Source: an optimization exercise on an open RTL-to-GDS flow (aim: small area and a short achievable clock period). Production flows keep margins and buffers that such runs may drop.

==> inputs of wip/harbor <==
// fir_filter
module fir_filter (clk, reset, x, y);
  input clk, reset;
  input signed [31:0] x;
  output signed [31:0] y;
  reg [31:0] h0, h1, h2, h3, h4, h5, h6, h7;
  reg [31:0] r0;
  reg [31:0] r1;
  reg [31:0] q0;
  reg [31:0] q1;
  reg [31:0] y_reg;
  wire rs1, rc2;
  fir_fa u_rs1 (.a(h2[0]), .b(h4[0]), .c(h6[0]), .s(rs1), .co(rc2));
  wire rs3, rc4;
  fir_fa u_rs3 (.a(h3[0]), .b(h3[1]), .c(h5[0]), .s(rs3), .co(rc4));
  wire rs5, rc6;
  fir_fa u_rs5 (.a(h2[1]), .b(h4[1]), .c(h6[1]), .s(rs5), .co(rc6));
  wire rs7, rc8;
  fir_fa u_rs7 (.a(rc2), .b(~rs3), .c(rs5), .s(rs7), .co(rc8));
  wire rs9, rc10;
  fir_fa u_rs9 (.a(h3[1]), .b(h3[2]), .c(h5[1]), .s(rs9), .co(rc10));
  wire rs11, rc12;
  fir_fa u_rs11 (.a(h2[0]), .b(h2[2]), .c(h4[2]), .s(rs11), .co(rc12));
  wire rs13, rc14;
  fir_fa u_rs13 (.a(~h6[2]), .b(h7[0]), .c(rc4), .s(rs13), .co(rc14));
  wire rs15, rc16;
  fir_fa u_rs15 (.a(rc6), .b(~rs9), .c(rs11), .s(rs15), .co(rc16));
  wire rs17, rc18;
  fir_fa u_rs17 (.a(~rs13), .b(rc8), .c(rs15), .s(rs17), .co(rc18));
  wire rs19, rc20;
  fir_fa u_rs19 (.a(h3[2]), .b(h3[3]), .c(h4[0]), .s(rs19), .co(rc20));
  wire rs21, rc22;
  fir_fa u_rs21 (.a(h2[1]), .b(h2[3]), .c(h4[3]), .s(rs21), .co(rc22));
  wire rs23, rc24;
  fir_fa u_rs23 (.a(h5[2]), .b(~h6[3]), .c(h7[1]), .s(rs23), .co(rc24));
  wire rs25, rc26;
  fir_fa u_rs25 (.a(rc10), .b(~rc12), .c(rs19), .s(rs25), .co(rc26));
  wire rs27, rc28;
  fir_fa u_rs27 (.a(~rs21), .b(rs23), .c(rc14), .s(rs27), .co(rc28));
  wire rs29, rc30;
  ...
clock: 8.0 ns
lec_check: 0
abc_clock_period_in_ps: 2500
cap_margin: 20
core_margin: 2
core_utilization: 40
cts_buf_list: sky130_fd_sc_hd__clkbuf_4 sky130_fd_sc_hd__clkbuf_8
cts_cluster_diameter: 50
cts_cluster_size: 16
setup_slack_margin: 5.0
slew_margin: 20
synth_hierarchical: 1
synth_minimum_keep_size: 0
run.sh (not shown) runs the stock make flow with config.mk's settings and CLKGATE_MAP_FILE= SYNTH_SCRIPT=/design/flow/synth_recipe.tcl, a recipe that flattens the netlist after the stock synthesis.
==> wip/raven (differences from wip/harbor) <==
--- a/flow/design.v
+++ b/flow/design.v
@@ -796,11 +796,86 @@
   wire [31:0] r1_d = {rs421, rs407, rs393, rs379, rs365, rs351, rs337, rs323, rs309, rs295, rs281, rs267, rs253, rs239, rs225, rs211, rs197, rs183, rs169, rs155, rs141, rs127, rs113, rs99, rs85, rs71, rs57, 1'b0, rs29, 1'b0, 1'b0, rs1};
   wire [31:0] q0_d = {qc710, qc700, qc690, qc680, qc670, qc660, qc650, qc640, qc630, qc620, qc610, qc600, qc590, qc580, qc570, qc560, qc550, qc540, qc530, qc520, qc510, qc500, qc490, qc480, qc470, qc460, qs459, qc442, qc434, qc428, qs427, qs423};
   wire [31:0] q1_d = {qs719, qs709, qs699, qs689, qs679, qs669, qs659, qs649, qs639, qs629, qs619, qs609, qs599, qs589, qs579, qs569, qs559, qs549, qs539, qs529, qs519, qs509, qs499, qs489, qs479, qs469, 1'b0, qs449, qs441, qs433, 1'b0, 1'b0};
   wire [31:0] ya = {yc782, yc780, yc778, yc776, yc774, yc772, yc770, yc768, yc766, yc764, yc762, yc760, yc758, yc756, yc754, yc752, yc750, yc748, yc746, yc744, yc742, yc740, yc738, yc736, yc734, ~yc732, ~yc730, ~ys729, ys725, 1'b1, ~h0[0], ~q0[0]};
   wire [31:0] yb = {ys783, ys781, ys779, ys777, ys775, ys773, ys771, ys769, ys767, ys765, ys763, ys761, ys759, ys757, ys755, ys753, ys751, ys749, ys747, ys745, ys743, ys741, ys739, ys737, ys735, ys733, ~ys731, 1'b0, 1'b0, ~ys721, ~q0[1], 1'b0};
-  wire [31:0] y_d = ya + yb;
+  wire [31:0] y_d_p = ya ^ yb, y_d_g = ya & yb;
+  wire y_dG1 = y_d_g[1] | (y_d_p[1] & y_d_g[0]);
+  wire y_dG2 = y_d_g[3] | (y_d_p[3] & y_d_g[2]);
+  wire y_dP2 = y_d_p[3] & y_d_p[2];
+  wire y_dG3 = y_d_g[5] | (y_d_p[5] & y_d_g[4]);
+  wire y_dP3 = y_d_p[5] & y_d_p[4];
+  wire y_dG4 = y_d_g[7] | (y_d_p[7] & y_d_g[6]);
+  wire y_dP4 = y_d_p[7] & y_d_p[6];
+  wire y_dG5 = y_d_g[9] | (y_d_p[9] & y_d_g[8]);
+  wire y_dP5 = y_d_p[9] & y_d_p[8];
+  wire y_dG6 = y_d_g[11] | (y_d_p[11] & y_d_g[10]);
+  wire y_dP6 = y_d_p[11] & y_d_p[10];
+  wire y_dG7 = y_d_g[13] | (y_d_p[13] & y_d_g[12]);
+  wire y_dP7 = y_d_p[13] & y_d_p[12];
+  wire y_dG8 = y_d_g[15] | (y_d_p[15] & y_d_g[14]);
+  wire y_dP8 = y_d_p[15] & y_d_p[14];
+  wire y_dG9 = y_d_g[17] | (y_d_p[17] & y_d_g[16]);
+  wire y_dP9 = y_d_p[17] & y_d_p[16];
+  wire y_dG10 = y_d_g[19] | (y_d_p[19] & y_d_g[18]);
+  wire y_dP10 = y_d_p[19] & y_d_p[18];
+  wire y_dG11 = y_d_g[21] | (y_d_p[21] & y_d_g[20]);
+  wire y_dP11 = y_d_p[21] & y_d_p[20];
+  wire y_dG12 = y_d_g[23] | (y_d_p[23] & y_d_g[22]);
+  wire y_dP12 = y_d_p[23] & y_d_p[22];
+  wire y_dG13 = y_d_g[25] | (y_d_p[25] & y_d_g[24]);
+  wire y_dP13 = y_d_p[25] & y_d_p[24];
+  wire y_dG14 = y_d_g[27] | (y_d_p[27] & y_d_g[26]);
+  wire y_dP14 = y_d_p[27] & y_d_p[26];
+  wire y_dG15 = y_d_g[29] | (y_d_p[29] & y_d_g[28]);
+  wire y_dP15 = y_d_p[29] & y_d_p[28];
+  wire y_dG16 = y_dG2 | (y_dP2 & y_dG1);
+  wire y_dG17 = y_dG4 | (y_dP4 & y_dG3);
+  wire y_dP17 = y_dP4 & y_dP3;
+  wire y_dG18 = y_dG6 | (y_dP6 & y_dG5);
+  wire y_dP18 = y_dP6 & y_dP5;
+  wire y_dG19 = y_dG8 | (y_dP8 & y_dG7);
+  wire y_dP19 = y_dP8 & y_dP7;
+  wire y_dG20 = y_dG10 | (y_dP10 & y_dG9);
+  wire y_dP20 = y_dP10 & y_dP9;
+  wire y_dG21 = y_dG12 | (y_dP12 & y_dG11);
+  wire y_dP21 = y_dP12 & y_dP11;
+  wire y_dG22 = y_dG14 | (y_dP14 & y_dG13);
+  wire y_dP22 = y_dP14 & y_dP13;
+  wire y_dG23 = y_dG17 | (y_dP17 & y_dG16);
+  wire y_dG24 = y_dG19 | (y_dP19 & y_dG18);
+  wire y_dP24 = y_dP19 & y_dP18;
+  wire y_dG25 = y_dG21 | (y_dP21 & y_dG20);
+  wire y_dP25 = y_dP21 & y_dP20;
+  wire y_dG26 = y_dG24 | (y_dP24 & y_dG23);
+  wire y_dG27 = y_dG25 | (y_dP25 & y_dG26);
+  wire y_dG28 = y_dG18 | (y_dP18 & y_dG23);
+  wire y_dG29 = y_dG20 | (y_dP20 & y_dG26);
+  wire y_dG30 = y_dG22 | (y_dP22 & y_dG27);
+  wire y_dG31 = y_dG3 | (y_dP3 & y_dG16);
+  wire y_dG32 = y_dG5 | (y_dP5 & y_dG23);
+  wire y_dG33 = y_dG7 | (y_dP7 & y_dG28);
+  wire y_dG34 = y_dG9 | (y_dP9 & y_dG26);
+  wire y_dG35 = y_dG11 | (y_dP11 & y_dG29);
+  wire y_dG36 = y_dG13 | (y_dP13 & y_dG27);
+  wire y_dG37 = y_dG15 | (y_dP15 & y_dG30);
+  wire y_dG38 = y_d_g[2] | (y_d_p[2] & y_dG1);
+  wire y_dG39 = y_d_g[4] | (y_d_p[4] & y_dG16);
+  wire y_dG40 = y_d_g[6] | (y_d_p[6] & y_dG31);
+  wire y_dG41 = y_d_g[8] | (y_d_p[8] & y_dG23);
+  wire y_dG42 = y_d_g[10] | (y_d_p[10] & y_dG32);
+  wire y_dG43 = y_d_g[12] | (y_d_p[12] & y_dG28);
+  wire y_dG44 = y_d_g[14] | (y_d_p[14] & y_dG33);
+  wire y_dG45 = y_d_g[16] | (y_d_p[16] & y_dG26);
+  wire y_dG46 = y_d_g[18] | (y_d_p[18] & y_dG34);
+  wire y_dG47 = y_d_g[20] | (y_d_p[20] & y_dG29);
+  wire y_dG48 = y_d_g[22] | (y_d_p[22] & y_dG35);
+  wire y_dG49 = y_d_g[24] | (y_d_p[24] & y_dG27);
+  wire y_dG50 = y_d_g[26] | (y_d_p[26] & y_dG36);
+  wire y_dG51 = y_d_g[28] | (y_d_p[28] & y_dG30);
+  wire y_dG52 = y_d_g[30] | (y_d_p[30] & y_dG37);
+  wire [31:0] y_d = {y_d_p[31] ^ y_dG52, y_d_p[30] ^ y_dG37, y_d_p[29] ^ y_dG51, y_d_p[28] ^ y_dG30, y_d_p[27] ^ y_dG50, y_d_p[26] ^ y_dG36, y_d_p[25] ^ y_dG49, y_d_p[24] ^ y_dG27, y_d_p[23] ^ y_dG48, y_d_p[22] ^ y_dG35, y_d_p[21] ^ y_dG47, y_d_p[20] ^ y_dG29, y_d_p[19] ^ y_dG46, y_d_p[18] ^ y_dG34, y_d_p[17] ^ y_dG45, y_d_p[16] ^ y_dG26, y_d_p[15] ^ y_dG44, y_d_p[14] ^ y_dG33, y_d_p[13] ^ y_dG43, y_d_p[12] ^ y_dG28, y_d_p[11] ^ y_dG42, y_d_p[10] ^ y_dG32, y_d_p[9] ^ y_dG41, y_d_p[8] ^ y_dG23, y_d_p[7] ^ y_dG40, y_d_p[6] ^ y_dG31, y_d_p[5] ^ y_dG39, y_d_p[4] ^ y_dG16, y_d_p[3] ^ y_dG38, y_d_p[2] ^ y_dG1, y_d_p[1] ^ y_d_g[0], y_d_p[0]};
   always @(posedge clk or posedge reset) begin
     if (reset) begin
       h0 <= 32'd0; h1 <= 32'd0; h2 <= 32'd0; h3 <= 32'd0; h4 <= 32'd0; h5 <= 32'd0; h6 <= 32'd0; h7 <= 32'd0;
       r0 <= 32'hfffffff6;
       r1 <= 32'h00000000;
==> results.toml <==
[route]
avgRoutedWirePerCell_um = 16.8

[outcome]
status = "finished clean"

[yosys]
seq_area_frac_synth_pct = 51.1
synth-simple-area-share_pct = 0.711
synth_xor_area_share_pct = 0.698
synth_compound_area_share_pct = 0.929
yosysTopAreaCellShare_pct = 43.3

[placed_design]
finalWeightedCongestion = 0.762
dp.cells = 1889

[global_route]
grt_use_total_pct = 14.2

[timing]
finClkSkew_ns = 0.0288
fmax_mhz = 294

[final_layout]
multi_input_area_share_pct = 39.9
seq-cell-share_pct = 45.1
area_growth_pct = 13.5

[setup_path]
r2r-end = "y_reg[24]"
slowest_delay_ns = 0.56

[power]
p_seq_uw = 3030
[end of results for wip/raven]
==> results.toml <==
[power]
power_frac_comb_pct = 53.7
p_seq_uw = 3040

[yosys]
synth_compound_area_share_pct = 3.09
synth_xor_area_share_pct = 1.20
seq_area_frac_synth_pct = 50.1
ys_ff_latch = 407
synth-simple-area-share_pct = 1.43

[timing]
finClkSkew_ns = 0.0340
fmax_mhz = 314

[placed_design]
finalWeightedCongestion = 0.819
dp.cells = 1970

[outcome]
status = "finished clean"

[final_layout]
seq-cell-share_pct = 43.9
area_growth_pct = 14.1
multi_input_area_share_pct = 41.1

[global_route]
grt_use_total_pct = 15.2

[floorplanning]
io_pins = 66

[route]
avgRoutedWirePerCell_um = 17.8
dr.pass1.iters = 4

[setup_path]
r2r-end = "y_reg[13]"
[end of results for wip/harbor]
Function was not checked in any run of this note: the RTL went through the layout flow alone.

[separate check: timing with driven ports]
In the flow no input, the clock included, has a driving cell. The finished layouts below were timed again as built, in two steps.
Step 1, drivers: a clkbuf_16 drives clk and a buf_2 each remaining input, both assumed.
Step 2 also shifts input and output timing later by t, the mid clock arrival at the registers, as if the neighbouring blocks saw the same clock.
Three values: no drivers, after step 1, after step 2; two values: the first two.
| run | t, ns | slack for setup (ns) | worst setup path after step 2 | pins driven straight from the clock port |
|---|---|---|---|---|
| wip/harbor | 0.664 | 4.814 / 4.814 / 4.507 | input to register | 1 |
| wip/raven | 0.654 | 4.598 / 4.598 / 4.490 | input to register | 1 |
After both steps every run listed still meets setup and hold. The setup slack of wip/harbor, which loses most, moves by 0.000 ns with the drivers and by -0.307 ns with both steps.
